This is an optimization exercise on Yosys and OpenROAD, whose aim is small area and a short achievable clock period, not a production implementation.
In this exercise RTL edits were held to simulation tests only and were not proved equivalent to the original.

exp/zinc:
## SM3_top
module SM3_top
	(
		clk_in,
		reset_n_in,
		SM3_en_in,
		msg_in,
		msg_valid_in,
		is_last_word_in,
		last_word_byte_in,
		sm3_result_out,
		sm3_finished_out
	);
export LEC_CHECK = 0
export ABC_AREA = 1
export CAP_MARGIN = 20
export CORE_MARGIN = 2
export CORE_UTILIZATION = 60
export CTS_BUF_LIST = sky130_fd_sc_hd__clkbuf_8
export SETUP_SLACK_MARGIN = 5
export SLEW_MARGIN = 20
create_clock -name core_clock -period 9.5 [get_ports {clk_in}]
standard.sh (not shown) runs the stock make flow with config.mk's settings and CLKGATE_MAP_FILE= SYNTH_SCRIPT=/design/flow/synth_recipe.tcl, a recipe that flattens the netlist after the stock synthesis.
==> flow/flow/run.sh <==
#!/bin/bash
# Layout flow: the standard ORFS flow (standard.sh), with these changes:
#  - synthesis maps the adders with ABC like the rest of the logic
#    (ADDER_MAP_FILE empty: no full/half adder cell extraction); the
#    registers are those of the standard synthesis;
#  - the input and output port buffers are sky130_fd_sc_hd__buf_1 (the
#    smallest buffer) instead of the cell buffer_ports picks by default;
#  - clock tree synthesis adds no dummy loads; its buffers are clkbuf_8.
# The output of the whole run goes to flow_run.log in the work folder; the
# ORFS tools keep their own logs under orfs/logs/.
set -euo pipefail
export ADDER_MAP_FILE=
export BUFFER_PORTS_ARGS="-buffer_cell sky130_fd_sc_hd__buf_1"
export CTS_ARGS="-sink_clustering_enable -repair_clock_nets -dont_use_dummy_load -buf_list sky130_fd_sc_hd__clkbuf_8"
bash standard.sh > flow_run.log 2>&1
exp/zinc: full flow OK, the timing, DRC and antenna checks passed
Edits applied to the flow inputs when going from exp/zinc to exp/yarrow:
-- flow/flow/run.sh --
<<< exp/zinc, line 11
set -euo pipefail
export ADDER_MAP_FILE=
export BUFFER_PORTS_ARGS="-buffer_cell sky130_fd_sc_hd__buf_1"
export CTS_ARGS="-sink_clustering_enable -repair_clock_nets -dont_use_dummy_load -buf_list sky130_fd_sc_hd__clkbuf_8"
>>> exp/yarrow, line 11
set -euo pipefail
export ADDER_MAP_FILE=
export SETUP_SLACK_MARGIN=5.75
export BUFFER_PORTS_ARGS="-buffer_cell sky130_fd_sc_hd__buf_1"
export CTS_ARGS="-sink_clustering_enable -repair_clock_nets -dont_use_dummy_load -buf_list sky130_fd_sc_hd__clkbuf_8"
-- flow/config.mk --
<<< exp/zinc, line 11
export CORE_UTILIZATION = 60
export CTS_BUF_LIST = sky130_fd_sc_hd__clkbuf_8
export SETUP_SLACK_MARGIN = 5
export SLEW_MARGIN = 20
>>> exp/yarrow, line 11
export CORE_UTILIZATION = 60
export CTS_BUF_LIST = sky130_fd_sc_hd__clkbuf_8
export SLEW_MARGIN = 20
==> summary.txt <==
Seen in the log of exp/yarrow: GRT-0116 during global routing (5_1_grt), after which the run never completed.
Number of cells upsized or downsized after cts grows by more than 100% when moving from exp/zinc to exp/yarrow.
Relative to exp/zinc, the TritonCTS buffer count of exp/yarrow is lower by about 2.3%.
| setup fix buffers added after clock tree synthesis | higher: exp/yarrow |
The inputs of exp/maple differ from those of exp/yarrow as listed below.
==> flow/flow/run.sh <==
#!/bin/bash
# Layout flow: the standard ORFS flow (standard.sh, standard synthesis
# unchanged), with two placement/CTS choices changed:
#  - the input and output port buffers are sky130_fd_sc_hd__buf_1 (the
#    smallest buffer) instead of the cell buffer_ports picks by default;
#  - clock tree synthesis adds no dummy loads; its buffers are clkbuf_4 and clkbuf_8.
# The output of the whole run goes to flow_run.log in the work folder; the
# ORFS tools keep their own logs under orfs/logs/.
set -euo pipefail
export BUFFER_PORTS_ARGS="-buffer_cell sky130_fd_sc_hd__buf_1"
export CTS_ARGS="-sink_clustering_enable -repair_clock_nets -dont_use_dummy_load -buf_list {sky130_fd_sc_hd__clkbuf_4 sky130_fd_sc_hd__clkbuf_8}"
bash standard.sh > flow_run.log 2>&1
==> flow/config.mk <==
export PLATFORM = sky130hd
export DESIGN_NAME = SM3_top
export DESIGN_NICKNAME = SM3_top
export VERILOG_FILES = /design/flow/design.v
export SDC_FILE = /design/flow/constraint.sdc
export NUM_CORES = 4
export LEC_CHECK = 0
export ABC_AREA = 1
export CAP_MARGIN = 10
export CORE_MARGIN = 2
export CORE_UTILIZATION = 60
export CTS_BUF_LIST = sky130_fd_sc_hd__clkbuf_4 sky130_fd_sc_hd__clkbuf_8
export SETUP_SLACK_MARGIN = 4.5
export SLEW_MARGIN = 10
- exp/yarrow did not finish; a tool error ended it in global routing (5_1_grt).
- The flow did not stop early for exp/maple: all stages ran, and the layout cleared the timing, DRC and antenna checks.
- Comparing exp/yarrow with exp/maple, the compound-gate portion of the synthesized area came out essentially unchanged.
- On count of instances resized after the clock tree is built: between exp/yarrow and exp/maple, it ends up lower for exp/maple.
- Post-synthesis adder-cell area fraction ends up lower on exp/yarrow.
- Against exp/yarrow, exp/maple comes in 418 lower on number of post-CTS setup repair buffers.
- exp/maple — number of distinct library cells after synthesis 4 lower, exp/yarrow as reference
- Share of the synthesized netlist area taken by xor and xnor gates down 2.2 points in exp/maple wrt exp/yarrow
- Of exp/maple and exp/yarrow, it is exp/maple that has the lower worst slack after detailed placement.

## re-timing with driven ports
No port has a modelled driver above. Below, the same layouts with a new extraction and two added sets of constraints.
Step 1 (the two cells are an assumption about what drives the block):
set clk [get_ports {clk_in}]
set_driving_cell -lib_cell sky130_fd_sc_hd__clkbuf_16 $clk
set_driving_cell -lib_cell sky130_fd_sc_hd__buf_2 [delete_from_list [all_inputs] $clk]
Step 2 times the ports against the registers' clock, not the clock port: input delays grow and output delays shrink by t, the midpoint of the rising clock arrivals with the driver on.
a / b / c = no drivers / after step 1 / after step 2; a / b = the first two.
run | t, ns | setup slack, ns | hold slack, ns | slew at the worst register clock pin (ns)
exp/zinc | 0.905 | 5.043 / 4.965 / 4.398 | 0.279 / 0.279 / 0.279 | 0.07 / 0.07
exp/maple | 0.895 | 4.427 / 4.427 / 3.914 | 0.291 / 0.291 / 0.291 | 0.07 / 0.07
After both steps every run listed still meets setup and hold. The setup slack of exp/zinc, which loses most, moves by -0.078 ns with the drivers and by -0.645 ns with both steps.
